Background: an optimization exercise with open tools, aiming at small area. Do not read the settings as production practice.
The RTL was checked by simulation tests, not by an equivalence proof against the original design.
Power is estimated from default activity; no workload was simulated.

**flow/run.sh**
```bash
#!/bin/bash
# synth_recipe.tcl (not shown) runs the flow's synth.tcl, then flattens the netlist and writes it again
# the make line also repeats each setting of config.mk as NAME=value (left out here)
make -C /OpenROAD-flow-scripts/flow DESIGN_CONFIG=/design/flow/config.mk WORK_HOME=/design/flow/orfs CLKGATE_MAP_FILE= SYNTH_SCRIPT=/design/flow/synth_recipe.tcl finish
```
**flow/config.mk**
```make
export PLATFORM = sky130hd
export DESIGN_NAME = race_controller
export DESIGN_NICKNAME = race_controller
export VERILOG_FILES = /design/flow/design.v
export SDC_FILE = /design/flow/constraint.sdc
export NUM_CORES = 4
export LEC_CHECK = 0
export CAP_MARGIN = 20
export CORE_MARGIN = 2
export CORE_UTILIZATION = 40
export PLACE_DENSITY = 0.6
export SLEW_MARGIN = 20
```
**flow/constraint.sdc**
```tcl
create_clock -name core_clock -period 12.0 [get_ports {clk}]
set_input_delay 2.4000 -clock core_clock [delete_from_list [all_inputs] [get_ports {clk}]]
set_output_delay 2.4000 -clock core_clock [all_outputs]
set_load 0.01 [all_outputs]
```
**flow/design.v**
```verilog
`timescale 1ns / 1ps
module axis_hit #(parameter W = 10)
    (input [W-1:0] pr, input pr_lt20, input [W-1:0] o, output hit);
  wire [W:0] u = {1'b0, pr} - {1'b0, o};
  wire low40 = (u[5:0] < 6'd40);
  wire low20 = (u[5:0] >= 6'd20);
  assign hit = (u[W-1:6] == 0) && low40 && (!u[W] || (pr_lt20 && low20));
endmodule
module collision_detect (input [20:0] object, input active,
    input [9:0] prx, input prx_lt20, input [8:0] pry, input pry_lt20,
    output collided);
  wire hx, hy;
  axis_hit #(10) ax(.pr(prx), .pr_lt20(prx_lt20), .o(object[19:10]), .hit(hx));
  axis_hit #(9) ay(.pr(pry), .pr_lt20(pry_lt20), .o(object[8:0]), .hit(hy));
  assign collided = active && object[20] && hx && hy;
endmodule
`timescale 1ns / 1ps
`timescale 1ns / 1ps
`timescale 1ns / 1ps
`timescale 1ns / 1ps
module race_controller (
    input clk,
    input rst,
    input A1, B1, start1, Z1, up1, down1, left1, right1, steer_left1, steer_right1,
    input A2, B2, start2, Z2, up2, down2, left2, right2, steer_left2, steer_right2,
    input phase_loaded,
    input [20:0] imap_item_box1,
    input [20:0] imap_item_box2,
    input [20:0] imap_item_box3,
    input [20:0] imap_item_box4,
    input [20:0] imap_item_box5,
    input [20:0] imap_item_box6,
    input [20:0] imap_item_box7,
    input [20:0] imap_item_box8,
    input [1:0] map_type,
    input [3:0] min_tens, input [3:0] min_ones,
    input [3:0] sec_tens, input [3:0] sec_ones,
    input [3:0] ms_tens, input [3:0] ms_ones,
    input [9:0] car1_x, input [8:0] car1_y,
    input [9:0] car2_x, input [8:0] car2_y,
    output reg [2:0] phase,
    output in_loading_phase,
    output reg [2:0] selected_character1, output reg [2:0] selected_character2,
    output reg character_selected1, output reg character_selected2,
    output reg ready_for_race,
    output reg [1:0] laps_completed1, output reg [1:0] laps_completed2,
    output reg race_begin,
    output reg [1:0] oym_counter,
    output reg [1:0] finish_place1, output reg [1:0] finish_place2,
    output reg [3:0] fmin_tens1, output reg [3:0] fmin_ones1, output reg [3:0] fsec_tens1,
    output reg [3:0] fsec_ones1, output reg [3:0] fms_tens1, output reg [3:0] fms_ones1,
    output reg [3:0] fmin_tens2, output reg [3:0] fmin_ones2, output reg [3:0] fsec_tens2,
    output reg [3:0] fsec_ones2, output reg [3:0] fms_tens2, output reg [3:0] fms_ones2,
    output [1:0] owned_item1, output [1:0] owned_item2,
    output picking_item1, output picking_item2,
    output car1_banana_buff, output car1_mushroom_buff, output car1_lightning_buff,
    output car2_banana_buff, output car2_mushroom_buff, output car2_lightning_buff,
    output lightning_used, output banana_placed, output mushroom_used,
    output [20:0] item_box1,
    output [20:0] item_box2,
    output [20:0] item_box3,
    output [20:0] item_box4,
    output [20:0] item_box5,
    output [20:0] item_box6,
    output [20:0] item_box7,
    output [20:0] item_box8,
    output [20:0] banana1,
    output [20:0] banana2,
    output [20:0] banana3,
    output [20:0] banana4,
    output [20:0] banana5,
    output [20:0] banana6,
    output [20:0] banana7,
    output [20:0] banana8,
    output reg lap_completed1, output reg correct_direction1,
    output reg lap_completed2, output reg correct_direction2,
    output reg [9:0] imap_x, output reg [8:0] imap_y,
    output forward1, output backward1, output turn_left1, output turn_right1,
    output [1:0] speed1,
    output forward2, output backward2, output turn_left2, output turn_right2,
    output [1:0] speed2
    );
  localparam [14-1:0] SEC_END = 10000;
  wire ph_start   = phase == 0;
  wire ph_csel    = phase == 1;
  wire ph_racing  = phase == 2;
  wire ph_ld_race = phase == 5;
  assign in_loading_phase = phase[2] ^ (phase[1] & phase[0]);   
  wire [9:0] c1_prx = car1_x + 10'd10;
  wire [8:0] c1_pry = car1_y + 9'd10;
  wire [9:0] c2_prx = car2_x + 10'd10;
  wire [8:0] c2_pry = car2_y + 9'd10;
  wire c1_prx_lt20 = c1_prx < 10'd20;
  wire c1_pry_lt20 = c1_pry < 9'd20;
  wire c2_prx_lt20 = c2_prx < 10'd20;
  wire c2_pry_lt20 = c2_pry < 9'd20;
  wire [20:0] obj [0:15];
  wire [15:0] obj_active;
  wire [15:0] hit1, hit2;
  genvar gi;
  generate
    for (gi = 0; gi < 16; gi = gi + 1) begin : coll
      collision_detect cd1(.object(obj[gi]), .active(obj_active[gi]),
          .prx(c1_prx), .prx_lt20(c1_prx_lt20), .pry(c1_pry), .pry_lt20(c1_pry_lt20),
          .collided(hit1[gi]));
      collision_detect cd2(.object(obj[gi]), .active(obj_active[gi]),
          .prx(c2_prx), .prx_lt20(c2_prx_lt20), .pry(c2_pry), .pry_lt20(c2_pry_lt20),
          .collided(hit2[gi]));
    end
  endgenerate
  wire item_box_hit1 = |hit1[7:0];
  wire item_box_hit2 = |hit2[7:0];
  wire banana_hit1 = |hit1[15:8];
  wire banana_hit2 = |hit2[15:8];
  wire [7:0] box_hit = hit1[7:0] | hit2[7:0];
  wire [7:0] ban_hit = hit1[15:8] | hit2[15:8];
  reg prev_lap_completed1, prev_lap_completed2;
  reg [19:0] box_pos [0:7];
  wire [20:0] imap_box [0:7];
  assign imap_box[0] = imap_item_box1;
  assign imap_box[1] = imap_item_box2;
  assign imap_box[2] = imap_item_box3;
  assign imap_box[3] = imap_item_box4;
  assign imap_box[4] = imap_item_box5;
  assign imap_box[5] = imap_item_box6;
  assign imap_box[6] = imap_item_box7;
  assign imap_box[7] = imap_item_box8;
  wire go_race = ph_csel && ready_for_race && (start1 || start2);
  wire lap_ev1 = ph_racing && !prev_lap_completed1 && lap_completed1;
  wire lap_ev2 = ph_racing && !prev_lap_completed2 && lap_completed2;
  wire fin1 = lap_ev1 && laps_completed1 == 2'd2;
  wire fin2 = lap_ev2 && laps_completed2 == 2'd2;
  wire fp1_zero = finish_place1 == 2'd0;
  wire fp2_zero = finish_place2 == 2'd0;
  wire set_ft1 = (fin1 && fp2_zero) || (fin2 && fp1_zero);
  wire set_ft2 = (fin1 && !fp2_zero) || (fin2 && !fp1_zero);
  function [2:0] move_sel(input [2:0] s, input [2:0] o, input l, input r, input d, input u);
    begin
      move_sel = s;
      if (l && s[1:0] != 2'b00 && s - 3'd1 != o) move_sel = s - 3'd1;
      if (r && s[1:0] != 2'b11 && s + 3'd1 != o) move_sel = s + 3'd1;
      if (d && !s[2] && s + 3'd4 != o) move_sel = s + 3'd4;
      if (u && s[2] && s - 3'd4 != o) move_sel = s - 3'd4;
    end
  endfunction
  integer k;
  always @(posedge clk) begin
    if (rst) begin
      phase <= 3;
      selected_character1 <= 0;
      selected_character2 <= 1;
      character_selected1 <= 0;
      character_selected2 <= 0;
      ready_for_race <= 0;
      laps_completed1 <= 0;
      laps_completed2 <= 0;
      finish_place1 <= 0;
      finish_place2 <= 0;
      prev_lap_completed1 <= 0;
      prev_lap_completed2 <= 0;
    end
    else begin
      prev_lap_completed1 <= lap_completed1;
      prev_lap_completed2 <= lap_completed2;
      case (phase)
        3: if (phase_loaded) phase <= 0;
        0: if (A1 || start1 || A2 || start2) phase <= 4;
        4: if (phase_loaded) phase <= 1;
        1: if (go_race) phase <= 5;
        5: if (phase_loaded) phase <= 2;
        2: if (!fp1_zero && !fp2_zero) phase <= 6;
        6: if (phase_loaded) phase <= 7;
        default: if (start1 || start2) phase <= 4;
      endcase
      if (phase == 4) begin
        selected_character1 <= 0;
        selected_character2 <= 1;
        ready_for_race <= 0;
        character_selected1 <= 0;
        character_selected2 <= 0;
      end
      if (ph_csel) begin
        ready_for_race <= character_selected1 && character_selected2;
        if (!character_selected1) begin
          selected_character1 <= move_sel(selected_character1, selected_character2, left1, right1, down1, up1);
          if (A1) character_selected1 <= 1;
        end
        else if (B1) character_selected1 <= 0;
        if (!character_selected2) begin
          selected_character2 <= move_sel(selected_character2, selected_character1, left2, right2, down2, up2);
          if (A2) character_selected2 <= 1;
        end
        else if (B2) character_selected2 <= 0;
      end
      if (ph_ld_race) begin
        laps_completed1 <= 0;
        laps_completed2 <= 0;
        finish_place1 <= 0;
        finish_place2 <= 0;
      end
      if (lap_ev1) begin
        if (fin1) begin
          finish_place1 <= fp2_zero ? 2'd1 : 2'd2;
          laps_completed1 <= 2'd3;
        end
        else if (laps_completed1 < 2) laps_completed1 <= laps_completed1 + 2'd1;
      end
      if (lap_ev2) begin
        if (fin2) begin
          finish_place2 <= fp1_zero ? 2'd1 : 2'd2;
          laps_completed2 <= 2'd3;
        end
        else if (laps_completed2 < 2) laps_completed2 <= laps_completed2 + 2'd1;
      end
    end
  end
  always @(posedge clk) begin
    if (rst) begin
      for (k = 0; k < 8; k = k + 1) box_pos[k] <= 0;
    end
    else if (go_race) begin
      for (k = 0; k < 8; k = k + 1) box_pos[k] <= imap_box[k][19:0];
    end
  end
  always @(posedge clk) begin
    if (rst || ph_ld_race) begin
      {fmin_tens1, fmin_ones1, fsec_tens1, fsec_ones1, fms_tens1, fms_ones1} <= 0;
      {fmin_tens2, fmin_ones2, fsec_tens2, fsec_ones2, fms_tens2, fms_ones2} <= 0;
    end
    else begin
      if (set_ft1)
        {fmin_tens1, fmin_ones1, fsec_tens1, fsec_ones1, fms_tens1, fms_ones1} <=
            {min_tens, min_ones, sec_tens, sec_ones, ms_tens, ms_ones};
      if (set_ft2)
        {fmin_tens2, fmin_ones2, fsec_tens2, fsec_ones2, fms_tens2, fms_ones2} <=
            {min_tens, min_ones, sec_tens, sec_ones, ms_tens, ms_ones};
    end
  end
  reg [14-1:0] oym_clk;
  always @(posedge clk) begin
    if (rst || ph_ld_race) begin
      race_begin <= 0;
      oym_counter <= 0;
      oym_clk <= 0;
    end
    else if (ph_racing && !race_begin) begin
      if (oym_clk == SEC_END) begin
        oym_clk <= 0;
        if (oym_counter == 2) race_begin <= 1;
        else oym_counter <= oym_counter + 2'd1;
      end
      else oym_clk <= oym_clk + 1'b1;
    end
  end
  reg [14-1:0] second_counter;
  reg [2:0] box_timer [0:7];
  wire second_tick = second_counter == SEC_END;
  always @(posedge clk) begin
    if (rst) begin
      second_counter <= 0;
      for (k = 0; k < 8; k = k + 1) box_timer[k] <= 5;
    end
    else begin
      second_counter <= second_tick ? {14{1'b0}} : second_counter + 1'b1;
      for (k = 0; k < 8; k = k + 1) begin
        if (box_hit[k]) box_timer[k] <= 0;
        else if (second_tick && box_timer[k] != 5)
          box_timer[k] <= box_timer[k] + 3'd1;
      end
    end
  end
  wire [20:0] box_out [0:7];
  generate
    for (gi = 0; gi < 8; gi = gi + 1) begin : boxo
      assign box_out[gi] = {box_timer[gi] == 5 && imap_box[gi][20], box_pos[gi]};
      assign obj[gi] = box_out[gi];
      assign obj_active[gi] = 1'b1;
    end
  endgenerate
  assign item_box1 = box_out[0];
  assign item_box2 = box_out[1];
  assign item_box3 = box_out[2];
  assign item_box4 = box_out[3];
  assign item_box5 = box_out[4];
  assign item_box6 = box_out[5];
  assign item_box7 = box_out[6];
  assign item_box8 = box_out[7];
  wire brst = rst || ph_ld_race;
  reg [1:0] owned [0:1];
  reg picking [0:1];
  reg [1:0] pick_cnt [0:1];
  reg [14-1:0] pick_clk [0:1];
  reg [10:0] rot_clk [0:1];
  reg place_banana [0:1];
  reg use_lightning [0:1];
  reg use_mushroom [0:1];
  reg ban_buff [0:1];
  reg mush_buff [0:1];
  reg [1:0] light_cnt [0:1];
  reg [14-1:0] ban_clk [0:1];
  reg [14-1:0] mush_clk [0:1];
  reg [14-1:0] light_clk [0:1];
  wire [1:0] bm_box_hit = {item_box_hit2, item_box_hit1};
  wire [1:0] bm_ban_hit = {banana_hit2, banana_hit1};
  wire [1:0] bm_Z = {Z2, Z1};
  wire [1:0] bm_light_hit = {use_lightning[0], use_lightning[1]};
  integer c;
  always @(posedge clk) begin
    for (c = 0; c < 2; c = c + 1) begin
      if (brst) begin
        owned[c] <= 0;
        picking[c] <= 0;
        pick_cnt[c] <= 0;
        pick_clk[c] <= 0;
        rot_clk[c] <= 0;
        place_banana[c] <= 0;
        use_lightning[c] <= 0;
        use_mushroom[c] <= 0;
        ban_buff[c] <= 0;
        mush_buff[c] <= 0;
        light_cnt[c] <= 0;
        ban_clk[c] <= 0;
        mush_clk[c] <= 0;
        light_clk[c] <= 0;
      end
      else begin
        if (bm_box_hit[c]) picking[c] <= 1;
        if (bm_light_hit[c]) light_cnt[c] <= 3;
        if (bm_ban_hit[c]) ban_buff[c] <= 1;
        if (picking[c]) begin
          if (pick_clk[c] != SEC_END) pick_clk[c] <= pick_clk[c] + 1'b1;
          else begin
            pick_clk[c] <= 0;
            if (pick_cnt[c] != 2) pick_cnt[c] <= pick_cnt[c] + 2'd1;
            else begin
              picking[c] <= 0;
              pick_cnt[c] <= 0;
            end
          end
          if (rot_clk[c] != 1200) rot_clk[c] <= rot_clk[c] + 1'b1;
          else begin
            rot_clk[c] <= 0;
            owned[c] <= (owned[c] == 2'd3) ? 2'd1 : owned[c] + 2'd1;
          end
        end
        else if (owned[c] != 0) begin
          if (bm_Z[c]) begin
            owned[c] <= 0;
            case (owned[c])
              1: place_banana[c] <= 1;
              2: begin mush_buff[c] <= 1; use_mushroom[c] <= 1; end
              default: use_lightning[c] <= 1;
            endcase
          end
        end
        else begin
          place_banana[c] <= 0;
          use_lightning[c] <= 0;
          use_mushroom[c] <= 0;
        end
        if (ban_buff[c]) begin
          if (ban_clk[c] != SEC_END) ban_clk[c] <= ban_clk[c] + 1'b1;
          else begin ban_clk[c] <= 0; ban_buff[c] <= 0; end
        end
        if (mush_buff[c]) begin
          if (mush_clk[c] != SEC_END) mush_clk[c] <= mush_clk[c] + 1'b1;
          else begin mush_clk[c] <= 0; mush_buff[c] <= 0; end
        end
        if (light_cnt[c] != 0) begin
          if (light_clk[c] != SEC_END) light_clk[c] <= light_clk[c] + 1'b1;
          else begin light_clk[c] <= 0; light_cnt[c] <= light_cnt[c] - 2'd1; end
        end
      end
    end
  end
  assign owned_item1 = owned[0];
  assign owned_item2 = owned[1];
  assign picking_item1 = picking[0];
  assign picking_item2 = picking[1];
  assign car1_banana_buff = ban_buff[0];
  assign car2_banana_buff = ban_buff[1];
  assign car1_mushroom_buff = mush_buff[0];
  assign car2_mushroom_buff = mush_buff[1];
  assign car1_lightning_buff = light_cnt[0] != 0;
  assign car2_lightning_buff = light_cnt[1] != 0;
  assign lightning_used = use_lightning[0] || use_lightning[1];
  assign banana_placed = place_banana[0] || place_banana[1];
  assign mushroom_used = use_mushroom[0] || use_mushroom[1];
  reg [19:0] ban [0:7];      
  reg [13-1:0] ban_grace [0:7];
  wire [7:0] ban_present;
  wire [7:0] ban_active;
  generate
    for (gi = 0; gi < 8; gi = gi + 1) begin : bano
      assign ban_present[gi] = ban[gi][19];
      assign ban_active[gi] = ban_grace[gi] == 0;
      assign obj[8 + gi] = {ban[gi][19:9], 1'b0, ban[gi][8:0]};
      assign obj_active[8 + gi] = ban_active[gi];
    end
  endgenerate
  assign banana1 = obj[8];
  assign banana2 = obj[9];
  assign banana3 = obj[10];
  assign banana4 = obj[11];
  assign banana5 = obj[12];
  assign banana6 = obj[13];
  assign banana7 = obj[14];
  assign banana8 = obj[15];
  wire [7:0] free_slot;
  assign free_slot[0] = !ban_present[0] || (&ban_present);
  generate
    for (gi = 1; gi < 8; gi = gi + 1) begin : fslot
      assign free_slot[gi] = !ban_present[gi] && (&ban_present[gi-1:0]);
    end
  endgenerate
  wire any_place = place_banana[0] || place_banana[1];
  wire [18:0] place_pos = place_banana[1] ? {car2_x, car2_y} : {car1_x, car1_y};
  always @(posedge clk) begin
    for (k = 0; k < 8; k = k + 1) begin
      if (rst) begin
        ban[k] <= 0;
        ban_grace[k] <= 0;
      end
      else begin
        if (ban_hit[k] && ban_active[k]) ban[k] <= 0;
        else if (any_place && free_slot[k]) ban[k] <= {1'b1, place_pos};
        if (!ban_active[k]) ban_grace[k] <= ban_grace[k] - 1'b1;
        else if (any_place && free_slot[k]) ban_grace[k] <= 5000;
      end
    end
  end
  reg [6:0] delta_cnt;    
  wire update_deltas = delta_cnt == 7'd101;
  always @(posedge clk) begin
    if (rst || update_deltas) delta_cnt <= 0;
    else delta_cnt <= delta_cnt + 1'b1;
  end
  reg [9:0] prev_x [0:1];
  reg [8:0] prev_y [0:1];
  reg [9:0] dlx [0:1][0:3];
  reg [8:0] dly [0:1][0:3];
  wire [9:0] cx [0:1];
  wire [8:0] cy [0:1];
  assign cx[0] = car1_x; assign cy[0] = car1_y;
  assign cx[1] = car2_x; assign cy[1] = car2_y;
  wire [10:0] ddx [0:1];
  wire [9:0] ddy [0:1];
  assign ddx[0] = {1'b0, car1_x} - {1'b0, prev_x[0]};
  assign ddx[1] = {1'b0, car2_x} - {1'b0, prev_x[1]};
  assign ddy[0] = {1'b0, car1_y} - {1'b0, prev_y[0]};
  assign ddy[1] = {1'b0, car2_y} - {1'b0, prev_y[1]};
  wire [1:0] dx_nz = {ddx[1][9:0] != 0, ddx[0][9:0] != 0};
  wire [1:0] dy_nz = {ddy[1][8:0] != 0, ddy[0][8:0] != 0};
  wire [3:0] dir [0:1];
  assign dir[0] = {turn_right1, turn_left1, backward1, forward1};
  assign dir[1] = {turn_right2, turn_left2, backward2, forward2};
  integer d;
  always @(posedge clk) begin
    for (c = 0; c < 2; c = c + 1) begin
      if (rst) begin
        prev_x[c] <= cx[c];
        prev_y[c] <= cy[c];
        for (d = 0; d < 4; d = d + 1) begin
          dlx[c][d] <= 0;
          dly[c][d] <= 0;
        end
      end
      else if (update_deltas) begin
        prev_x[c] <= cx[c];
        prev_y[c] <= cy[c];
        for (d = 0; d < 4; d = d + 1) begin
          if (dir[c][d] && dx_nz[c]) dlx[c][d] <= ddx[c][9:0];
          if (dir[c][d] && dy_nz[c]) dly[c][d] <= ddy[c][8:0];
        end
      end
    end
  end
  wire [9:0] px [0:1][0:3];
  wire [8:0] py [0:1][0:3];
  wire wall_pos [0:1][0:3];
  genvar gc, gd;
  generate
    for (gc = 0; gc < 2; gc = gc + 1) begin : probe_c
      for (gd = 0; gd < 4; gd = gd + 1) begin : probe_d
        assign px[gc][gd] = cx[gc] + dlx[gc][gd];
        assign py[gc][gd] = cy[gc] + dly[gc][gd];
        assign wall_pos[gc][gd] = px[gc][gd] >= 10'd640 || py[gc][gd] >= 9'd480 || py[gc][gd] == 9'd0;
      end
    end
  endgenerate
  reg [4:0] imap_counter;
  reg [1:0] cur_mt [0:1];
  reg prev_fin [0:1];
  reg wall_mt [0:1][0:3];
  always @(posedge clk) begin
    if (rst) begin
      imap_counter <= 0;
      imap_x <= 0;
      imap_y <= 0;
      for (c = 0; c < 2; c = c + 1) begin
        cur_mt[c] <= 0;
        prev_fin[c] <= 0;
        for (d = 0; d < 4; d = d + 1) wall_mt[c][d] <= 0;
      end
    end
    else begin
      imap_counter <= imap_counter + 1'b1;
      case (imap_counter)
        5'd0:  begin imap_x <= car1_x; imap_y <= car1_y; end
        5'd2:  begin prev_fin[0] <= cur_mt[0] == 3; cur_mt[0] <= map_type;
                     imap_x <= px[0][0]; imap_y <= py[0][0]; end
        5'd4:  begin wall_mt[0][0] <= map_type == 2; imap_x <= px[0][1]; imap_y <= py[0][1]; end
        5'd6:  begin wall_mt[0][1] <= map_type == 2; imap_x <= px[0][2]; imap_y <= py[0][2]; end
        5'd8:  begin wall_mt[0][2] <= map_type == 2; imap_x <= px[0][3]; imap_y <= py[0][3]; end
        5'd10: begin wall_mt[0][3] <= map_type == 2; imap_x <= car2_x; imap_y <= car2_y; end
        5'd12: begin prev_fin[1] <= cur_mt[1] == 3; cur_mt[1] <= map_type;
                     imap_x <= px[1][0]; imap_y <= py[1][0]; end
        5'd14: begin wall_mt[1][0] <= map_type == 2; imap_x <= px[1][1]; imap_y <= py[1][1]; end
        5'd16: begin wall_mt[1][1] <= map_type == 2; imap_x <= px[1][2]; imap_y <= py[1][2]; end
        5'd18: begin wall_mt[1][2] <= map_type == 2; imap_x <= px[1][3]; imap_y <= py[1][3]; end
        5'd20: begin wall_mt[1][3] <= map_type == 2; end
        default: ;
      endcase
    end
  end
  wire wall [0:1][0:3];
  generate
    for (gc = 0; gc < 2; gc = gc + 1) begin : wall_c
      for (gd = 0; gd < 4; gd = gd + 1) begin : wall_d
        assign wall[gc][gd] = wall_mt[gc][gd] || wall_pos[gc][gd];
      end
    end
  endgenerate
  wire [1:0] fin_in = {cur_mt[1] == 3, cur_mt[0] == 3};
  wire [1:0] dx_neg = {ddx[1][10], ddx[0][10]};
  always @(posedge clk) begin
    if (rst) begin
      correct_direction1 <= 1;
      lap_completed1 <= 0;
      correct_direction2 <= 1;
      lap_completed2 <= 0;
    end
    else begin
      if (!prev_fin[0] && fin_in[0] && !dx_neg[0] && dx_nz[0] && correct_direction1) lap_completed1 <= 1;
      if (prev_fin[0] && !fin_in[0]) begin
        if (!dx_neg[0]) begin lap_completed1 <= 0; correct_direction1 <= 1; end
        else correct_direction1 <= 0;
      end
      if (!prev_fin[1] && fin_in[1] && !dx_neg[1] && dx_nz[1] && correct_direction2) lap_completed2 <= 1;
      if (prev_fin[1] && !fin_in[1]) begin
        if (!dx_neg[1]) begin lap_completed2 <= 0; correct_direction2 <= 1; end
        else correct_direction2 <= 0;
      end
    end
  end
  function [1:0] speed_of(input [1:0] mt, input mush, input light);
    begin
      case (mt)
        1: speed_of = mush ? 2 : 1;
        2: speed_of = 1;
        default: speed_of = mush ? 3 : (light ? 1 : 2);
      endcase
    end
  endfunction
  assign speed1 = speed_of(cur_mt[0], car1_mushroom_buff, car1_lightning_buff);
  assign speed2 = speed_of(cur_mt[1], car2_mushroom_buff, car2_lightning_buff);
  wire inv1 = car1_banana_buff || car1_lightning_buff;
  wire inv2 = car2_banana_buff || car2_lightning_buff;
  assign forward1 = A1 && (!wall[0][0] || wall[0][1]) && race_begin;
  assign backward1 = B1 && (!wall[0][1] || wall[0][0]) && race_begin;
  assign turn_left1 = (inv1 ? steer_right1 : steer_left1) && (!wall[0][2] || wall[0][3]) && race_begin;
  assign turn_right1 = (inv1 ? steer_left1 : steer_right1) && (!wall[0][3] || wall[0][2]) && race_begin;
  assign forward2 = A2 && (!wall[1][0] || wall[1][1]) && race_begin;
  assign backward2 = B2 && (!wall[1][1] || wall[1][0]) && race_begin;
  assign turn_left2 = (inv2 ? steer_right2 : steer_left2) && (!wall[1][2] || wall[1][3]) && race_begin;
  assign turn_right2 = (inv2 ? steer_left2 : steer_right2) && (!wall[1][3] || wall[1][2]) && race_begin;
endmodule
```
==> impl_metrics.toml, run 1 <==
[clock_network]
post_cts_buffers = 0
hold_buffers = 0
cts_buffers = 112
clkLatencyLatePin_ns = 0.80
h-tree-depth = 3
cts_root_buffer = "clkbuf_16"
cts.repair.resized = 0
cts_tree = "done"
cts_num_sinks = 946
clk_path_buf_depth = 3
cts.clk_slew.worst_paths_ns = 0.06

[timing]
period_share = 0.804
finalClockSkew_ns = 0.0588
final-max-slew-violation-count = 0
finalSetupTns_ns = 0
slew_headroom = 0.198
fmax_ghz = 0.104
tightest_slew_ns = 1.20
setup_viol_count_final = 0
layout_min_cycle_time_ns = 9.64
finalHoldViolations = 0
fin_ws_ns = 2.36
rsz0062_at_grt = "no"

[synthesis]
synth_common_cells = "nor2_1 (1078), dfxtp_1 (908), nand2_1 (894)"
synth_area_leaders = "dfxtp_1 (24%), ha_1 (14%), nor2_1 (5.4%)"
synth_ff_type = "dfxtp_1"
yosysMostFrequentCell = "nor2_1"
yosysWarningCount = 51
synth_cells = 9427
synth_edf_count = 38
avgSynthCellArea_um2 = 7.88
yosysTopAreaCellShare = 0.245
synthArstFlopShare = 0
synth.distinct_cells = 89
seq_area_frac_synth = 0.260
ys_seq_elements = 946
synth_top_area_cell = "dfxtp_1"
syn_area_um2 = 74300

[route]
via_per_inst = 5.75
wirelength_um = 288000
routedWlPerCell_um = 22.7
drtIter0Drc = 5238
ant_nets = 0
firstDrtPassIters = 6
drc_errors = 0
route.vias.total = 72800

[global_route]
grtUsageTotal = 0.289
antenna_found_initial = 34
grt_pass1_vias = 68500
grt_overflow_total = 0
grt_max_degree = 161
grt_pass1_wl_um = 421000

[floorplanning]
rows = 158
initial_core_util = 0.402
core_um2 = 185000
die_y_um = 435
die_x_um = 435
ios = 713
die_area_um2 = 189000

[placed_design]
numPortBuffers = 704
dp_slack_ns = 2.56
place_hpwl_um = 214000
routabilityCongestion = 0.957

[worst_setup_path]
slowest_delay_ns = 1.06
crit_path_start_kind = "input port"
critical_path.most_common_cell = "nor3_1"
r2r-start = "dly[5][0]"
cp.buffers_inverters = 2
crit_family = "buffers and inverters"
path_cells = "clkdlybuf4s50_1 > ha_1 > a21o_1 > a21o_1 > a2111oi_0 > nor3_1 > nor3_1 > nor3_1 > a211o_1 > nor2_1 > nor2_1 > clkdlybuf4s50_1"
critPathRequiredTime_ns = 9.60
startpoint = "car2_x[1]"
worstPathMaxFanout = 17
crit_type = "input port to primary output"
cp-end-kind = "primary output"
cp_slowest_cell = "clkdlybuf4s50_1"
worstPathArrival_ns = 7.24

[pwr]
irDropWorstVdd_mv = 0.114
power.leakage_nw = 33.1
p_per_area_nw_per_um2 = 116

[cells_and_area]
drive_above_1_share = 0.0503
final_nets = 11300
areaGrowthSynthToFinish_pct = 19.3

[run_status]
status = "complete, no violations"

[min_path]
hp-start = "fsec_ones2[3]"
hold_path.class = "flip-flop to flip-flop"

[run]
maxCapViolations = 0
[state kept, by name, summed over array words and instances, names as in the netlist, 18 cells and up]
name	cells
box_timer	24
ban	160
box_pos	160
dly	72
ban_clk	28
prev_x	20
dlx	80
mush_clk	28
light_clk	28
prev_y	18
rot_clk	22
pick_clk	28
ban_grace	104
[through the flow]
step                      cell area (µm²)   util  power, mW  std cells  hold WS (ns)
after floorplan                     74400      -       5.77       9434         0.430
after global placement              84700  0.458       6.64      12400         0.438
after detailed placement            84700  0.458       6.71      12400         0.445
after CTS                           88600  0.479       10.3      12600         0.453
after global routing                88600  0.479       10.8      12600         0.463
final                               88600  0.479       10.3      12700         0.451
[layout by cell type, fill, tap and decap left out, types with 38 or more instances in the layout]
master	netlist	final
a21oi_1	804	803
nor2b_1	108	105
nand4_1	72	72
o31ai_1	41	40
nand2_1	894	892
o21a_1	147	147
o21ai_0	513	511
dfxtp_1	908	907
nor4_1	76	70
a21o_1	140	140
or2_2	76	75
buf_4	8	115
ha_1	859	858
o22ai_1	44	44
o211ai_1	68	68
edfxtp_1	38	38
mux2i_1	157	151
clkbuf_16	0	115
nor2_1	1078	1073
or4_1	45	45
o31a_1	43	43
nand2b_1	111	111
nand3_1	171	171
inv_1	612	608
and3_1	78	78
nor3_1	233	228
fa_1	84	84
a221oi_1	41	40
clkdlybuf4s50_1	0	703
or3_1	95	95
a31oi_1	58	58
o21bai_1	54	54
xor2_1	331	323
a211oi_1	284	284
xnor2_1	300	286
[logic make-up (layout without fill, tap and decap cells)]
family                   Yosys count  in the layout  share of synthesized area
AND/OR/NAND/NOR                 3220           3220                      0.203
AO/OA/AOI/OAI                   2609           2609                      0.226
flip-flops                       946            946                      0.260
adder cells (fa/ha/maj)          943            943                      0.167
buffers and inverters            910           1639                     0.0465
XOR/XNOR                         631            631                     0.0744
multiplexers                     167            167                     0.0227
other                              1             17                  0.0000505
[report_power, final]
group	internal, mW	switching, mW
logic	1.29	1.96
clock network	2.09	1.49
registers	3.32	0.153
[per-layer routing]
metal	up-vias	track usage	part of all wire
met5	-	0	0.00028
met4	12	0.190	0.073
met3	732	0.0408	0.063
met2	2447	0.483	0.46
met1	34500	0.347	0.41
li1	35100	-	-
[worst paths after layout]
check	to	slack [ns]	depth (start not counted)
worst max-delay path	backward2	2.36	12
worst min-delay path	fsec_ones2[3]	0.45	2
worst max register to register	dlx[5][3]	7.44	12
worst min register to register	fsec_ones2[3]	0.45	2
[tightest hold or removal path, cell delays in order, from the launching register on]
cell and delay (ns):
dfxtp_1 0.31, nand2_1 0.05, a21oi_1 0.05
[area by class of cell]
class                   count  area [µm²]
well taps                2480        3100
multi-input cells        7578       52100
clock inverters            37         515
repair buffers            822        7960
inverters                 613        2310
clock buffers             167        3350
diodes                      9        22.5
flip-flops and latches    946       19300
fillers                 18000       96400
==> run 2: changes to the inputs <==
--- a/flow/design.v
+++ b/flow/design.v
@@ -1,17 +1,57 @@
 `timescale 1ns / 1ps
+module cmaj(input a, input b, input c, output y);
+  assign y = (a & b) | (a & c) | (b & c);
+endmodule
+module cblk2(input [1:0] a, input [1:0] b, input c, output y);
+  wire m = (a[0] & b[0]) | (a[0] & c) | (b[0] & c);
+  assign y = (a[1] & b[1]) | (a[1] & m) | (b[1] & m);
+endmodule
+module cchain #(parameter W = 10, parameter GE = 1)
+    (input [W-1:0] o, input [W-1:0] nt, output y);
+  wire [W:0] c;
+  assign c[1] = GE ? (o[0] | nt[0]) : (o[0] & nt[0]);
+  genvar k;
+  generate
+    for (k = 1; k + 1 < W; k = k + 2) begin : b2
+      cblk2 s(.a(o[k+1:k]), .b(nt[k+1:k]), .c(c[k]), .y(c[k+2]));
+    end
+    if ((W - 1) % 2 == 1) begin : b1
+      cmaj s(.a(o[W-1]), .b(nt[W-1]), .c(c[W-1]), .y(c[W]));
+    end
+  endgenerate
+  assign y = c[W];
+endmodule
 module axis_hit #(parameter W = 10)
-    (input [W-1:0] pr, input pr_lt20, input [W-1:0] o, output hit);
-  wire [W:0] u = {1'b0, pr} - {1'b0, o};
-  wire low40 = (u[5:0] < 6'd40);
-  wire low20 = (u[5:0] >= 6'd20);
-  assign hit = (u[W-1:6] == 0) && low40 && (!u[W] || (pr_lt20 && low20));
+    (input [W-1:0] o, input ohz, input [W-1:0] nt1, input [W-1:0] nt2,
+     input [4:0] npr5, input wrap, output hit);
+  wire ge1, gt2, gtp;
+  cchain #(W, 1) c1(.o(o), .nt(nt1), .y(ge1));
+  cchain #(W, 0) c2(.o(o), .nt(nt2), .y(gt2));
+  cchain #(5, 0) c3(.o(o[4:0]), .nt(npr5), .y(gtp));
+  assign hit = (ge1 & ~gt2) | (wrap & ohz & ~gtp);
+endmodule
+module axis_car #(parameter W = 10)
+    (input [W-1:0] c, output [W-1:0] nt1, output [W-1:0] nt2, output [4:0] npr5,
+     output wrap);
+  wire [W-1:0] pr = c + 10;
+  wire [W-1:0] pl = c - 10;
+  wire [W-1:0] prm39 = c - 29;
+  assign wrap = pr < 20;
+  wire clamp = !wrap && pr < 39;
+  assign nt1 = clamp ? {W{1'b1}} : ~prm39;
+  assign nt2 = wrap ? ~pl : ~pr;
+  assign npr5 = ~pr[4:0];
 endmodule
 module collision_detect (input [20:0] object, input active,
-    input [9:0] prx, input prx_lt20, input [8:0] pry, input pry_lt20,
+    input [1:0] ohz,           
+    input [9:0] xnt1, input [9:0] xnt2, input [4:0] xnpr5, input xwrap,
+    input [8:0] ynt1, input [8:0] ynt2, input [4:0] ynpr5, input ywrap,
     output collided);
   wire hx, hy;
-  axis_hit #(10) ax(.pr(prx), .pr_lt20(prx_lt20), .o(object[19:10]), .hit(hx));
-  axis_hit #(9) ay(.pr(pry), .pr_lt20(pry_lt20), .o(object[8:0]), .hit(hy));
-  assign collided = active && object[20] && hx && hy;
+  axis_hit #(10) ax(.o(object[19:10]), .ohz(ohz[0]), .nt1(xnt1), .nt2(xnt2),
+      .npr5(xnpr5), .wrap(xwrap), .hit(hx));
+  axis_hit #(9) ay(.o(object[8:0]), .ohz(ohz[1]), .nt1(ynt1), .nt2(ynt2),
+      .npr5(ynpr5), .wrap(ywrap), .hit(hy));
+  assign collided = active & hx & hy;
 endmodule
 `timescale 1ns / 1ps
@@ -81,29 +121,50 @@
     output [1:0] speed2
     );
-  localparam [14-1:0] SEC_END = 10000;
-  wire ph_start   = phase == 0;
+  localparam [13:0] SEC_END   = 14'd6219;    
+  localparam [14:0] PICK_END  = 15'd5426;    
+  localparam [10:0] ROT_END   = 11'd158;     
+  localparam [12:0] GRACE_START = 13'd7972;  
+  localparam [6:0]  DELTA_END = 7'd45;       
+  function [13:0] sec_next(input [13:0] s);
+    sec_next = {s[12:0], ~(s[13] ^ s[12])};
+  endfunction
+  function [14:0] pick_next(input [14:0] s);
+    pick_next = {s[13:0], ~(s[14] ^ s[13])};
+  endfunction
+  function [10:0] rot_next(input [10:0] s);
+    rot_next = {s[9:0], ~(s[10] ^ s[8])};
+  endfunction
+  function [12:0] grace_next(input [12:0] s);
+    grace_next = {s[11:0], ~(s[12] ^ s[3])};
+  endfunction
+  function [6:0] delta_next(input [6:0] s);
+    delta_next = {s[5:0], ~(s[6] ^ s[5])};
+  endfunction
   wire ph_csel    = phase == 1;
   wire ph_racing  = phase == 2;
   wire ph_ld_race = phase == 5;
   assign in_loading_phase = phase[2] ^ (phase[1] & phase[0]);   
-  wire [9:0] c1_prx = car1_x + 10'd10;
-  wire [8:0] c1_pry = car1_y + 9'd10;
-  wire [9:0] c2_prx = car2_x + 10'd10;
-  wire [8:0] c2_pry = car2_y + 9'd10;
-  wire c1_prx_lt20 = c1_prx < 10'd20;
-  wire c1_pry_lt20 = c1_pry < 9'd20;
-  wire c2_prx_lt20 = c2_prx < 10'd20;
-  wire c2_pry_lt20 = c2_pry < 9'd20;
+  wire [9:0] c1_xnt1, c1_xnt2, c2_xnt1, c2_xnt2;
+  wire [8:0] c1_ynt1, c1_ynt2, c2_ynt1, c2_ynt2;
+  wire [4:0] c1_xnpr5, c1_ynpr5, c2_xnpr5, c2_ynpr5;
+  wire c1_xwrap, c1_ywrap, c2_xwrap, c2_ywrap;
+  axis_car #(10) c1x(.c(car1_x), .nt1(c1_xnt1), .nt2(c1_xnt2), .npr5(c1_xnpr5), .wrap(c1_xwrap));
+  axis_car #(9)  c1y(.c(car1_y), .nt1(c1_ynt1), .nt2(c1_ynt2), .npr5(c1_ynpr5), .wrap(c1_ywrap));
+  axis_car #(10) c2x(.c(car2_x), .nt1(c2_xnt1), .nt2(c2_xnt2), .npr5(c2_xnpr5), .wrap(c2_xwrap));
+  axis_car #(9)  c2y(.c(car2_y), .nt1(c2_ynt1), .nt2(c2_ynt2), .npr5(c2_ynpr5), .wrap(c2_ywrap));
   wire [20:0] obj [0:15];
-  wire [15:0] obj_active;
+  wire [15:0] obj_active;       
   wire [15:0] hit1, hit2;
   genvar gi;
   generate
     for (gi = 0; gi < 16; gi = gi + 1) begin : coll
-      collision_detect cd1(.object(obj[gi]), .active(obj_active[gi]),
-          .prx(c1_prx), .prx_lt20(c1_prx_lt20), .pry(c1_pry), .pry_lt20(c1_pry_lt20),
+      wire [1:0] ohz = {obj[gi][8:5] == 4'd0, obj[gi][19:15] == 5'd0};
+      collision_detect cd1(.object(obj[gi]), .active(obj_active[gi]), .ohz(ohz),
+          .xnt1(c1_xnt1), .xnt2(c1_xnt2), .xnpr5(c1_xnpr5), .xwrap(c1_xwrap),
+          .ynt1(c1_ynt1), .ynt2(c1_ynt2), .ynpr5(c1_ynpr5), .ywrap(c1_ywrap),
           .collided(hit1[gi]));
-      collision_detect cd2(.object(obj[gi]), .active(obj_active[gi]),
-          .prx(c2_prx), .prx_lt20(c2_prx_lt20), .pry(c2_pry), .pry_lt20(c2_pry_lt20),
+      collision_detect cd2(.object(obj[gi]), .active(obj_active[gi]), .ohz(ohz),
+          .xnt1(c2_xnt1), .xnt2(c2_xnt2), .xnpr5(c2_xnpr5), .xwrap(c2_xwrap),
+          .ynt1(c2_ynt1), .ynt2(c2_ynt2), .ynpr5(c2_ynpr5), .ywrap(c2_ywrap),
           .collided(hit2[gi]));
     end
@@ -237,35 +298,28 @@
     end
   end
-  reg [14-1:0] oym_clk;
+  reg [13:0] oym_clk;
+  wire oym_tick = oym_clk == SEC_END;
+  wire oym_run = ph_racing && !race_begin;
   always @(posedge clk) begin
+    oym_clk <= (oym_run && !oym_tick) ? sec_next(oym_clk) : 14'd0;
     if (rst || ph_ld_race) begin
       race_begin <= 0;
       oym_counter <= 0;
-      oym_clk <= 0;
     end
-    else if (ph_racing && !race_begin) begin
-      if (oym_clk == SEC_END) begin
-        oym_clk <= 0;
-        if (oym_counter == 2) race_begin <= 1;
-        else oym_counter <= oym_counter + 2'd1;
-      end
-      else oym_clk <= oym_clk + 1'b1;
+    else if (oym_run && oym_tick) begin
+      if (oym_counter == 2) race_begin <= 1;
+      else oym_counter <= oym_counter + 2'd1;
     end
   end
-  reg [14-1:0] second_counter;
+  reg [13:0] second_counter;
   reg [2:0] box_timer [0:7];
   wire second_tick = second_counter == SEC_END;
   always @(posedge clk) begin
-    if (rst) begin
-      second_counter <= 0;
-      for (k = 0; k < 8; k = k + 1) box_timer[k] <= 5;
-    end
-    else begin
-      second_counter <= second_tick ? {14{1'b0}} : second_counter + 1'b1;
-      for (k = 0; k < 8; k = k + 1) begin
-        if (box_hit[k]) box_timer[k] <= 0;
-        else if (second_tick && box_timer[k] != 5)
-          box_timer[k] <= box_timer[k] + 3'd1;
-      end
+    second_counter <= (rst || second_tick) ? 14'd0 : sec_next(second_counter);
+    for (k = 0; k < 8; k = k + 1) begin
+      if (rst) box_timer[k] <= 3'b100;
+      else if (box_hit[k]) box_timer[k] <= 3'b000;
+      else if (second_tick && !(box_timer[k][2] && !box_timer[k][1]))
+        box_timer[k] <= {box_timer[k][1:0], ~box_timer[k][2]};
     end
   end
@@ -273,7 +327,7 @@
   generate
     for (gi = 0; gi < 8; gi = gi + 1) begin : boxo
-      assign box_out[gi] = {box_timer[gi] == 5 && imap_box[gi][20], box_pos[gi]};
+      assign box_out[gi] = {box_timer[gi][2] && !box_timer[gi][1] && imap_box[gi][20], box_pos[gi]};
       assign obj[gi] = box_out[gi];
-      assign obj_active[gi] = 1'b1;
+      assign obj_active[gi] = box_out[gi][20];
     end
   endgenerate
@@ -289,6 +343,5 @@
   reg [1:0] owned [0:1];
   reg picking [0:1];
-  reg [1:0] pick_cnt [0:1];
-  reg [14-1:0] pick_clk [0:1];
+  reg [14:0] pick_clk [0:1];
   reg [10:0] rot_clk [0:1];
   reg place_banana [0:1];
@@ -298,7 +351,7 @@
   reg mush_buff [0:1];
   reg [1:0] light_cnt [0:1];
-  reg [14-1:0] ban_clk [0:1];
-  reg [14-1:0] mush_clk [0:1];
-  reg [14-1:0] light_clk [0:1];
+  reg [13:0] ban_clk [0:1];
+  reg [13:0] mush_clk [0:1];
+  reg [13:0] light_clk [0:1];
   wire [1:0] bm_box_hit = {item_box_hit2, item_box_hit1};
   wire [1:0] bm_ban_hit = {banana_hit2, banana_hit1};
@@ -308,9 +361,11 @@
   always @(posedge clk) begin
     for (c = 0; c < 2; c = c + 1) begin
+      pick_clk[c] <= (!brst && picking[c] && pick_clk[c] != PICK_END) ? pick_next(pick_clk[c]) : 15'd0;
+      ban_clk[c] <= (!brst && ban_buff[c] && ban_clk[c] != SEC_END) ? sec_next(ban_clk[c]) : 14'd0;
+      mush_clk[c] <= (!brst && mush_buff[c] && mush_clk[c] != SEC_END) ? sec_next(mush_clk[c]) : 14'd0;
+      light_clk[c] <= (!brst && light_cnt[c] != 0 && light_clk[c] != SEC_END) ? sec_next(light_clk[c]) : 14'd0;
       if (brst) begin
         owned[c] <= 0;
         picking[c] <= 0;
-        pick_cnt[c] <= 0;
-        pick_clk[c] <= 0;
         rot_clk[c] <= 0;
         place_banana[c] <= 0;
@@ -320,7 +375,4 @@
         mush_buff[c] <= 0;
         light_cnt[c] <= 0;
-        ban_clk[c] <= 0;
-        mush_clk[c] <= 0;
-        light_clk[c] <= 0;
       end
       else begin
@@ -329,14 +381,6 @@
         if (bm_ban_hit[c]) ban_buff[c] <= 1;
         if (picking[c]) begin
-          if (pick_clk[c] != SEC_END) pick_clk[c] <= pick_clk[c] + 1'b1;
-          else begin
-            pick_clk[c] <= 0;
-            if (pick_cnt[c] != 2) pick_cnt[c] <= pick_cnt[c] + 2'd1;
-            else begin
-              picking[c] <= 0;
-              pick_cnt[c] <= 0;
-            end
-          end
-          if (rot_clk[c] != 1200) rot_clk[c] <= rot_clk[c] + 1'b1;
+          if (pick_clk[c] == PICK_END) picking[c] <= 0;
+          if (rot_clk[c] != ROT_END) rot_clk[c] <= rot_next(rot_clk[c]);
           else begin
             rot_clk[c] <= 0;
@@ -359,16 +403,7 @@
           use_mushroom[c] <= 0;
         end
-        if (ban_buff[c]) begin
-          if (ban_clk[c] != SEC_END) ban_clk[c] <= ban_clk[c] + 1'b1;
-          else begin ban_clk[c] <= 0; ban_buff[c] <= 0; end
-        end
-        if (mush_buff[c]) begin
-          if (mush_clk[c] != SEC_END) mush_clk[c] <= mush_clk[c] + 1'b1;
-          else begin mush_clk[c] <= 0; mush_buff[c] <= 0; end
-        end
-        if (light_cnt[c] != 0) begin
-          if (light_clk[c] != SEC_END) light_clk[c] <= light_clk[c] + 1'b1;
-          else begin light_clk[c] <= 0; light_cnt[c] <= light_cnt[c] - 2'd1; end
-        end
+        if (ban_buff[c] && ban_clk[c] == SEC_END) ban_buff[c] <= 0;
+        if (mush_buff[c] && mush_clk[c] == SEC_END) mush_buff[c] <= 0;
+        if (light_cnt[c] != 0 && light_clk[c] == SEC_END) light_cnt[c] <= light_cnt[c] - 2'd1;
       end
     end
@@ -388,11 +423,13 @@
   assign mushroom_used = use_mushroom[0] || use_mushroom[1];
   reg [19:0] ban [0:7];      
-  reg [13-1:0] ban_grace [0:7];
+  reg [12:0] ban_grace [0:7];
   wire [7:0] ban_present;
+  wire [7:0] grace_end;
   wire [7:0] ban_active;
   generate
     for (gi = 0; gi < 8; gi = gi + 1) begin : bano
       assign ban_present[gi] = ban[gi][19];
-      assign ban_active[gi] = ban_grace[gi] == 0;
+      assign grace_end[gi] = ban_grace[gi] == 13'd0;
+      assign ban_active[gi] = ban_present[gi] && grace_end[gi];
       assign obj[8 + gi] = {ban[gi][19:9], 1'b0, ban[gi][8:0]};
       assign obj_active[8 + gi] = ban_active[gi];
@@ -418,21 +455,15 @@
   always @(posedge clk) begin
     for (k = 0; k < 8; k = k + 1) begin
-      if (rst) begin
-        ban[k] <= 0;
-        ban_grace[k] <= 0;
-      end
-      else begin
-        if (ban_hit[k] && ban_active[k]) ban[k] <= 0;
-        else if (any_place && free_slot[k]) ban[k] <= {1'b1, place_pos};
-        if (!ban_active[k]) ban_grace[k] <= ban_grace[k] - 1'b1;
-        else if (any_place && free_slot[k]) ban_grace[k] <= 5000;
-      end
+      if (rst || (ban_hit[k] && ban_active[k])) ban[k] <= 0;
+      else if (any_place && free_slot[k]) ban[k] <= {1'b1, place_pos};
+      if (rst) ban_grace[k] <= 13'd0;
+      else if (!grace_end[k]) ban_grace[k] <= grace_next(ban_grace[k]);
+      else if (any_place && free_slot[k]) ban_grace[k] <= GRACE_START;
     end
   end
-  reg [6:0] delta_cnt;    
-  wire update_deltas = delta_cnt == 7'd101;
+  reg [6:0] delta_cnt;
+  wire update_deltas = delta_cnt == DELTA_END;
   always @(posedge clk) begin
-    if (rst || update_deltas) delta_cnt <= 0;
-    else delta_cnt <= delta_cnt + 1'b1;
+    delta_cnt <= (rst || update_deltas) ? 7'd0 : delta_next(delta_cnt);
   end
   reg [9:0] prev_x [0:1];
--- a/flow/config.mk
+++ b/flow/config.mk
@@ -11,2 +11,4 @@
 export PLACE_DENSITY = 0.6
 export SLEW_MARGIN = 20
+export SYNTH_HIERARCHICAL = 1
+export SYNTH_MINIMUM_KEEP_SIZE = 0
==> impl_metrics.toml, run 2 <==
[clock_network]
clk_path_buf_depth = 3
h-tree-depth = 3
post_cts_buffers = 0
hold_buffers = 0
clkLatencyLatePin_ns = 0.75
cts_tree = "done"
cts_root_buffer = "clkbuf_16"
cts_buffers = 109
cts.clk_slew.worst_paths_ns = 0.06
cts.repair.resized = 0
cts_num_sinks = 944

[timing]
period_share = 0.806
setup_viol_count_final = 0
rsz0062_at_grt = "no"
finalHoldViolations = 0
fmax_ghz = 0.103
holdWs_ns = 0.406
slew_headroom = 0.191
layout_min_cycle_time_ns = 9.67
finalSetupTns_ns = 0
tightest_slew_ns = 1.21
final-max-slew-violation-count = 0
finalClockSkew_ns = 0.0609
fin_ws_ns = 2.33

[placed_design]
numPortBuffers = 704
routabilityCongestion = 0.953
dp_cells = 10900
dp_slack_ns = 2.47
place_hpwl_um = 193000

[synthesis]
synth_edf_count = 38
synth_area_leaders = "dfxtp_1 (29%), nand2_1 (9.0%), a21oi_1 (8.9%)"
synth_top_area_cell = "dfxtp_1"
avgSynthCellArea_um2 = 7.49
ys_seq_elements = 944
seq_area_frac_synth = 0.311
yosysTopAreaCellShare = 0.292
synthArstFlopShare = 0
syn_area_um2 = 62100
synth_cells = 8284
synth_common_cells = "nand2_1 (1480), a21oi_1 (1109), dfxtp_1 (906)"
synth_ff_type = "dfxtp_1"
yosysWarningCount = 55
synth.distinct_cells = 121
yosysMostFrequentCell = "nand2_1"

[global_route]
grt_max_degree = 162
busiest_layer = "met2"
grt_overflow_total = 0
grtUsageTotal = 0.320
antenna_found_initial = 18
use_met3 = 0.0591
grt_pass1_vias = 61300
grt_pass1_wl_um = 390000
met2_usage = 0.511
met1_usage = 0.414

[floorplanning]
rows = 144
die_area_um2 = 158000
die_x_um = 398
ios = 713
die_y_um = 398
initial_core_util = 0.403
core_um2 = 154000

[pwr]
seq_power_share = 0.396
irDropWorstVdd_mv = 0.115
power_switching_share = 0.309
p_comb_frac = 0.186
p_total_mw = 8.22
netSwitchingPower_mw = 2.54
power.share.clock = 0.418
p_per_area_nw_per_um2 = 109
power.leakage_nw = 26.9
internal_power_mw = 5.69

[worst_setup_path]
cp-end-kind = "primary output"
startpoint = "car2_y[0]"
worstPathMaxFanout = 12
worstPathArrival_ns = 7.27
crit_type = "input port to primary output"
r2r-start = "prev_y[1][0]"
critPathRequiredTime_ns = 9.60
crit_path_start_kind = "input port"
reg2reg_depth = 11

[run_status]
status = "complete, no violations"

[cells_and_area]
areaGrowthSynthToFinish_pct = 22.0
largestRegisters = "ban (160), box_pos (160), ban_grace (104)"
finalNonFillerCells = 11100
drive_above_1_share = 0.0709
layout_common_cells = "nand2_1 (1478), a21oi_1 (1102), dfxtp_1 (905), clkdlybuf4s50_1 (699), o22ai_1 (656)"
final_common_cell = "nand2_1"
fillers = 15100
final_nets = 9487

[run]
maxCapViolations = 0

[route]
drc_errors = 0
route.vias.total = 67900
drtIter0Drc = 6616
firstDrtPassIters = 18
wirelength_um = 267000
ant_nets = 0
routedWlPerCell_um = 23.9
via_per_inst = 6.10

[min_path]
hold_path_depth = 1
hold_path.class = "flip-flop to flip-flop"
hp-start = "pick_clk[0][4]"
==> run 2: changes by cell type in the layout (fill, tap and decap cells not counted), moves of 148 or more <==
cell     delta
xnor2_1   -187
nand2_1   +586
o22ai_1   +612
nor2_1    -654
ha_1      -635
o21ai_0   -397
o21ai_1   +638
a21oi_1   +299
and2_1    +242
nor3_1    -148
xor2_1    -229
inv_1     -352
==> run 2: cell type report <==
class / instances / area (µm²) / area share
clock inverter: 41 / 484 / 0.00639
clock buffer: 160 / 3180 / 0.0420
tap: 2044 / 2560 / 0.0338
timing repair buffer: 860 / 8240 / 0.109
multi-input combinational: 6815 / 41000 / 0.541
antenna: 9 / 22.5 / 0.000297
inverter: 259 / 977 / 0.0129
sequential: 944 / 19300 / 0.255
==> run 2: power groups by stage <==
stage	combinational (mW)	sequential (mW)	clock (mW)
2_1_floorplan	0.846	3.31	0
3_3_place_gp	1.46	3.32	0
3_5_place_dp	1.48	3.32	0
4_1_cts	1.49	3.25	3.49
5_1_grt	1.63	3.26	3.62
6_report	1.53	3.25	3.44
==> run 2: kinds of logic (layout without fill, tap and decap cells) <==
kind of cell,after synthesis,count (layout),share of synthesized area
AO/OA/AOI/OAI,3209,3209,0.313
AND/OR/NAND/NOR,2904,2904,0.219
flip-flops,944,944,0.311
buffers and inverters,532,1320,0.0353
adder cells (fa/ha/maj),307,307,0.0630
XOR/XNOR,211,211,0.0303
multiplexers,176,176,0.0286
other,1,17,0.0000604
==> run 2: worst paths after layout <==
kind	slack, ns	end
setup reg to reg	7.64	dly[4][7]
setup / recovery	2.33	turn_right2
hold reg to reg	0.41	pick_clk[0][5]
hold / removal	0.41	pick_clk[0][5]
==> run 2: per-stage QoR <==
| stage | utilization | cell area (µm²) |
|---|---|---|
| after floorplan | - | 62100 |
| after global placement | 0.467 | 72000 |
| after detailed placement | 0.468 | 72000 |
| after CTS | 0.491 | 75700 |
| after global routing | 0.492 | 75700 |
| final | 0.492 | 75700 |
==> run 2: Yosys stat by module (local to each module, per instance), a selection <==
module | cell area (µm²) | copies in the design | cells inside
cmaj | 11.3 | 64 | 1
collision_detect | 6.26 | 32 | 1
cblk2 | 20.0 | 640 | 4
race_controller | 43000 | 1 | 4842
==> run 2: metal layers <==
layer	wire, µm	vias up	part of all wire
met3	24000	674	0.090
met2	119000	3208	0.45
li1	-	31900	-
met1	109000	32100	0.41
met5	85	-	0.00032
met4	14800	12	0.056
==> run 2: worst max-delay path: stages <==
cell	delay (ns)
clkdlybuf4s50_1	0.84
ha_1	0.49
fa_1	0.44
a211o_1	0.33
a2111oi_2	0.31
nor3_1	0.15
or4_1	0.48
o221ai_1	0.23
a31oi_1	0.14
o31ai_1	0.23
nor3b_1	0.56
clkdlybuf4s50_1	0.65
==> run 3: changes to the inputs <==
==> flow/flow/run.sh (new file) <==
#!/bin/bash
# The standard layout, with two changes:
#  - the port buffers are sky130_fd_sc_hd__buf_1 (one buffer on every port, as
#    in the standard flow, but the smallest buffer cell);
#  - clock tree synthesis clusters the flip-flops under clkbuf_4 leaf buffers
#    and inserts no dummy loads.
set -euo pipefail
export BUFFER_PORTS_ARGS="-buffer_cell sky130_fd_sc_hd__buf_1"
export CTS_ARGS="-sink_clustering_enable -repair_clock_nets -dont_use_dummy_load -buf_list {sky130_fd_sc_hd__clkbuf_4} -sink_clustering_size 10 -sink_clustering_max_diameter 40"
bash standard.sh > standard_flow.log 2>&1
==> flow/standard.sh (new file) <==
#!/bin/bash
# synth_recipe.tcl (not shown) runs the flow's synth.tcl, then flattens the netlist and writes it again
# the make line also repeats each setting of config.mk as NAME=value (left out here)
make -C /OpenROAD-flow-scripts/flow DESIGN_CONFIG=/design/flow/config.mk WORK_HOME=/design/flow/orfs CLKGATE_MAP_FILE= SYNTH_SCRIPT=/design/flow/synth_recipe.tcl "${@:-finish}"
--- a/flow/config.mk
+++ b/flow/config.mk
@@ -8,6 +8,6 @@
 export CAP_MARGIN = 20
 export CORE_MARGIN = 2
-export CORE_UTILIZATION = 40
-export PLACE_DENSITY = 0.6
+export CORE_UTILIZATION = 55
+export PLACE_DENSITY = 0.7
 export SLEW_MARGIN = 20
 export SYNTH_HIERARCHICAL = 1
removed: flow/run.sh
==> impl_metrics.toml, run 3 <==
[run_status]
status = "complete, no violations"

[synthesis]
yosysWarningCount = 55
synth_edf_count = 38
seq_area_frac_synth = 0.311
synth_ff_type = "dfxtp_1"
ys_seq_elements = 944
yosysMostFrequentCell = "nand2_1"
synthArstFlopShare = 0
synth_common_cells = "nand2_1 (1480), a21oi_1 (1109), dfxtp_1 (906)"
synth.distinct_cells = 121
synth_top_area_cell = "dfxtp_1"
syn_area_um2 = 62100
avgSynthCellArea_um2 = 7.49
yosysTopAreaCellShare = 0.292
synth_cells = 8284
synth_area_leaders = "dfxtp_1 (29%), nand2_1 (9.0%), a21oi_1 (8.9%)"

[clock_network]
hold_buffers = 0
cts_num_sinks = 944
post_cts_buffers = 0
cts_tree = "done"
cts_buffers = 147
cts.repair.resized = 0
cts.clk_slew.worst_paths_ns = 0.11
clk_path_buf_depth = 3
cts_root_buffer = "clkbuf_4"
h-tree-depth = 4
clkLatencyLatePin_ns = 1.10

[run]
maxCapViolations = 0

[timing]
setup_viol_count_final = 0
rsz0062_at_grt = "no"
holdWs_ns = 0.412
finalSetupTns_ns = 0
finalClockSkew_ns = 0.108
tightest_slew_ns = 1.30
fmax_ghz = 0.115
layout_min_cycle_time_ns = 8.70
period_share = 0.725
finalHoldViolations = 0
final-max-slew-violation-count = 0
slew_headroom = 0.132

[route]
firstDrtPassIters = 15
route.vias.total = 69000
wirelength_um = 249000
drtIter0Drc = 8317
routedWlPerCell_um = 23.7
drc_errors = 0
via_per_inst = 6.56
ant_nets = 0

[floorplanning]
rows = 123
ios = 713
die_area_um2 = 116000
initial_core_util = 0.553
die_x_um = 340
die_y_um = 340
core_um2 = 112000

[cells_and_area]
fin_util = 0.606
areaGrowthSynthToFinish_pct = 9.58
drive_above_1_share = 0.0662
largestRegisters = "ban (160), box_pos (160), ban_grace (104)"
final_nets = 9503
layout_common_cells = "nand2_1 (1471), a21oi_1 (1102), dfxtp_1 (906), buf_1 (698), o22ai_1 (656)"
fillers = 10500
final_common_cell = "nand2_1"

[global_route]
grt_max_degree = 201
grt_pass1_vias = 61400
antenna_found_initial = 11
grt_pass1_wl_um = 370000
grt_overflow_total = 0
grtUsageTotal = 0.410

[worst_setup_path]
crit_path_start_kind = "input port"
worstPathArrival_ns = 6.30
critPathRequiredTime_ns = 9.60
worstPathMaxFanout = 15
cp-end-kind = "primary output"
crit_type = "input port to primary output"

[placed_design]
place_hpwl_um = 179000
numPortBuffers = 704
routabilityCongestion = 0.989

[pwr]
p_per_area_nw_per_um2 = 93.0
irDropWorstVdd_mv = 0.0765
power.leakage_nw = 24.0

[min_path]
hold_path.class = "flip-flop to flip-flop"
[run 3: changes by cell type in the layout (fill, tap and decap cells not counted), moves of 17 or more]
cell             previous run  this run
clkbuf_4                    0       148
clkbuf_8                   22         0
clkbuf_1                   27         0
buf_1                       0       698
clkdlybuf4s50_1           699         0
clkinv_2                   17         0
clkbuf_16                 111         0
buf_4                     153       128
[run 3: final cells by class]
| cell class | instances | area, µm² | area share |
|---|---|---|---|
| multi-input combinational | 6815 | 41000 | 0.603 |
| inverter | 259 | 977 | 0.0144 |
| sequential | 944 | 19300 | 0.283 |
| timing repair buffer | 838 | 3720 | 0.0547 |
| antenna | 14 | 35.0 | 0.000515 |
| tap | 1500 | 1880 | 0.0276 |
| clock buffer | 147 | 1100 | 0.0162 |
[run 3: logic make-up (layout without fill, tap and decap cells)]
group / Yosys count / count (layout) / share of synthesized area
AO/OA/AOI/OAI: 3209 / 3209 / 0.313
XOR/XNOR: 211 / 211 / 0.0303
adder cells (fa/ha/maj): 307 / 307 / 0.0630
buffers and inverters: 532 / 1244 / 0.0353
flip-flops: 944 / 944 / 0.311
multiplexers: 176 / 176 / 0.0286
other: 1 / 22 / 0.0000604
AND/OR/NAND/NOR: 2904 / 2904 / 0.219
[run 3: power breakdown]
group,leakage (nW),switching [mW],total (mW),internal [mW]
sequential,7.68,0.0460,3.25,3.20
clock,0.676,1.10,1.66,0.560
combinational,15.7,0.999,1.42,0.417
[run 3: worst paths after layout]
check             start             to  slack, ns  depth (start not counted)
min reg2reg  oym_clk[7]     oym_clk[8]       0.41                          1
min          oym_clk[7]     oym_clk[8]       0.41                          1
max           car1_y[0]      backward1       3.30                         12
max reg2reg    phase[0]  box_pos[1][0]       7.57                          8
[run 3: per-module statistics from Yosys (local to each module, per instance), excerpt]
module            cells inside  times used  flops+latches  cell area [µm²]
race_controller           4842           1            944            43000
cmaj                         1          64              0             11.3
cblk2                        4         640              0             20.0
collision_detect             1          32              0             6.26
[run 3: critical path, stage by stage]
cell       delay, ns
buf_1           0.35
ha_1            0.38
fa_1            0.40
a21o_1          0.19
a221oi_2        0.31
xnor2_1         0.14
or4_1           0.55
a2111oi_0       0.50
or4_4           0.25
a41oi_4         0.34
and2_2          0.34
buf_1           0.12
[run 3: layer usage]
| layer | track usage | share of wire | wire length, µm | vias to the layer above |
|---|---|---|---|---|
| met5 | 0 | 0.00031 | 78 | - |
| li1 | - | - | - | 31800 |
| met3 | 0.118 | 0.12 | 30600 | 1057 |
| met4 | 0.272 | 0.074 | 18600 | 14 |
| met2 | 0.625 | 0.43 | 107000 | 4002 |
| met1 | 0.503 | 0.37 | 92800 | 32100 |
[run 3: through the flow]
| stage | instances | setup WS [ns] | instance area, µm² | power (mW) |
|---|---|---|---|---|
| finish | 10500 | 3.30 | 68000 | 6.32 |
| global route | 10500 | 3.02 | 68000 | 6.57 |
| CTS | 10500 | 3.35 | 67900 | 6.29 |
| detailed placement | 10400 | 2.76 | 66800 | 4.67 |
| global placement | 10400 | 2.99 | 66700 | 4.64 |
| floorplan | 8291 | 4.08 | 62100 | 4.16 |

[what the ideal ports hide]
The flow's constraints put no driver on any port. The routed layouts listed below were extracted and timed again, unchanged, in two steps. Step 1: set_driving_cell puts a clkbuf_16 on clk and a buf_2 on each other input, an assumption about the parent block. Step 2 also shifts input and output timing later by t, the mid clock arrival at the registers, as if the neighbouring blocks saw the same clock. Slacks: no drivers / after step 1 / after step 2; pairs: no drivers / after step 1.
| run | shift t [ns] | slack for setup (ns) | hold slack, ns | cell pins on the clock port's net |
|---|---|---|---|---|
| run 1 | 0.854 | 2.357 / 2.269 / 2.269 | 0.451 / 0.451 / 0.451 | 1 |
| run 2 | 0.801 | 2.332 / 2.309 / 2.309 | 0.406 / 0.406 / 0.406 | 1 |
| run 3 | 1.135 | 3.304 / 3.281 / 2.419 | 0.412 / 0.412 / 0.412 | 1 |
After both steps every run listed still meets setup and hold. For run 3, which loses most, drivers alone change the setup slack by -0.023 ns; drivers and shift together by -0.885 ns.
